This design comes from an exercise in tuning for a short achievable clock period and few clock cycles on the open sky130 flow, not from production work.
No activity file was given, so power comes from the tool's default toggle rates.

==> job 5257 <==
## cpu
module cpu (
    input clk,
    input rst,
    output logic [31:0] i_addr,
    input  logic [31:0] i_rdata,
    output logic        i_read,
    input  logic        i_resp,
    output logic [31:0] d_addr,
    input  logic [31:0] d_rdata,
    output logic [31:0] d_wdata,
    output logic [3:0]  d_byte_enable,
    output logic        d_read,
    output logic        d_write,
    input  logic        d_resp
);
logic [31:0] pc;
logic        ifid_v;
logic [31:0] ifid_ir;
logic [31:0] ifid_pc;
logic        idex_v;
logic [31:0] idex_a, idex_b, idex_sd, idex_alt;
logic        idex_fa1, idex_fa2, idex_fb1, idex_fb2, idex_fs1, idex_fs2;
logic [4:0]  idex_rd;
logic        idex_ld, idex_st, idex_br, idex_jalr, idex_pred;
logic [2:0]  idex_f3;
logic        idex_sub, idex_s_sum, idex_s_sh, idex_s_xor, idex_s_or, idex_s_and,
             idex_s_slt, idex_s_sltu, idex_s_link, idex_sh_r, idex_sh_a;
logic [31:0] exmem_res;
logic [31:0] exmem_wdata;
logic [3:0]  exmem_be;
logic [4:0]  exmem_rd;
logic        exmem_ld, exmem_st;
logic [2:0]  exmem_f3;
logic [31:0] memwb_res;
logic [4:0]  memwb_rd;
logic [31:0] rf [1:31];
logic freeze;      
logic stall_lu;    
logic ex_redir, id_redir;
logic [31:0] ex_target, id_target;
assign freeze = (exmem_ld | exmem_st) & ~d_resp;
assign i_addr = pc;
assign i_read = 1'b1;
always_ff @(posedge clk) begin
    if (rst) begin
        pc <= 32'h00000060;
    end else if (!freeze) begin
        if (ex_redir)
            pc <= ex_target;
        else if (id_redir)
            pc <= id_target;
        else if (!stall_lu && i_resp)
            pc <= pc + 32'd4;
    end
end
always_ff @(posedge clk) begin
    if (rst) begin
        ifid_v <= 1'b0;
    end else if (!freeze) begin
        if (ex_redir || id_redir) begin
            ifid_v <= 1'b0;
        end else if (!stall_lu) begin
            ifid_v  <= i_resp;
            ifid_ir <= i_rdata;
            ifid_pc <= pc;
        end
    end
end
wire [4:0] op  = ifid_ir[6:2];
wire [4:0] rd  = ifid_ir[11:7];
wire [2:0] f3  = ifid_ir[14:12];
wire [4:0] rs1 = ifid_ir[19:15];
  ...
==> flow/config.mk <==
export PLATFORM = sky130hd
export DESIGN_NAME = cpu
export DESIGN_NICKNAME = cpu
export VERILOG_FILES = /design/flow/design.v
export SDC_FILE = /design/flow/constraint.sdc
export NUM_CORES = 4
export LEC_CHECK = 0
export ABC_CLOCK_PERIOD_IN_PS = 2500
export CAP_MARGIN = 20
export CORE_MARGIN = 2
export CORE_UTILIZATION = 40
export GPL_TIMING_DRIVEN = 1
export PLACE_DENSITY = 0.6
export SETUP_SLACK_MARGIN = 5
export SLEW_MARGIN = 20
export TNS_END_PERCENT = 100
==> flow/constraint.sdc <==
create_clock -name core_clock -period 9.0 [get_ports {clk}]
set_input_delay 1.8000 -clock core_clock [delete_from_list [all_inputs] [get_ports {clk}]]
set_output_delay 1.8000 -clock core_clock [all_outputs]
set_load 0.01 [all_outputs]
run.sh (not shown) runs the stock make flow with config.mk's settings and CLKGATE_MAP_FILE= SYNTH_SCRIPT=/design/flow/synth_recipe.tcl, a recipe that flattens the netlist after the stock synthesis.
==> job 6998: changes against job 5257 <==
- ABC_CLOCK_PERIOD_IN_PS: 2500 -> unset
- GPL_TIMING_DRIVEN: 1 -> unset
- SETUP_SLACK_MARGIN: 5 -> unset
- TNS_END_PERCENT: 100 -> unset
==> comparison <==
Job 6998 produced a clean layout. Job 5257 finished clean. In job 5257 the hold slack is lower than in job 6998, by 9.4 ps. Via count: job 6998 is lower than job 5257 (4.9%). In job 6998 the sequential power is larger than in job 5257, by about 1%. Against job 6998, the setup slack of job 5257 is better by 2300 ps. Combinational power: job 5257 is higher than job 6998 (22%). Die area is the same in job 5257 and job 6998. Of job 6998 and job 5257, job 5257 has the higher first-iteration DRC count (gap 11%, measured against job 5257). In job 6998 the clock-buffer cell count is lower than in job 5257, by 2. Utilization: job 6998 is lower than job 5257 (2.8 points). In job 5257 the global-route usage is higher than in job 6998, by 1.9 points.
==> figures <==
item                                                                      job 5257                 job 6998
Post-cts resize count                                                          354                        0
Met2 routing resource usage after global routing                             48.3%                    47.2%
DRT Pass-1 Iters                                                                 9                        6
Synthesis-to-layout area growth                                              18.6%                    11.6%
Clock-net power                                                            6.52 mW                  6.33 mW
Tightest slew margin relative to the limit                                   19.0%                    19.6%
Number of CTS-inserted buffers                                                 161                      155
Result of the run                                                   finished clean           finished clean
Met1 global-route usage                                                      40.3%                    38.0%
Delay contributed by the slowest stage of the critical path                 430 ps                   850 ps
Worst hold start                                              idex_st$_SDFFE_PP0N_      pc[11]$_SDFFE_PP0P_
Clock latency on the worst-skew pair                                        880 ps                   830 ps
Antenna violations before repair                                                26                       20
Count of multi-input gates                                                    4518                     4510
Total Wirelength                                                         349000 um                326000 um
Cell depth of the worst flop-to-flop path                                       20                       15
Layout Skew                                                                74.5 ps                  40.2 ps
Drt via density                                                               6.37                     6.25
End of the critical path                                     ifid_ir[14]$_DFFE_PP_  idex_rd[4]$_SDFFE_PP0N_
Power density relative to cell area                                    227 mW/mm^2              225 mW/mm^2
Overall global routing resource usage                                        32.2%                    30.3%
Function was not checked in any run of this note: the RTL went through the layout flow alone.

separate check: timing with driven ports:
No port has a modelled driver above. Below, the same layouts with a new extraction and two added sets of constraints. Step 1: set_driving_cell puts a clkbuf_16 on clk and a buf_2 on each other input, an assumption about the parent block. Step 2 times the ports against the registers' clock, not the clock port: input delays grow and output delays shrink by t, the midpoint of the rising clock arrivals with the driver on. Three values: no drivers, after step 1, after step 2; two values: the first two.
run	t, ns	setup WS [ns]	worst register clock-pin slew, ns
job 5257	0.931	4.181 / 4.181 / 3.427	0.07 / 0.07
job 6998	0.903	1.917 / 1.917 / 1.917	0.07 / 0.07
After both steps every run listed still meets setup and hold. The setup slack of job 5257, which loses most, moves by 0.000 ns with the drivers and by -0.754 ns with both steps.
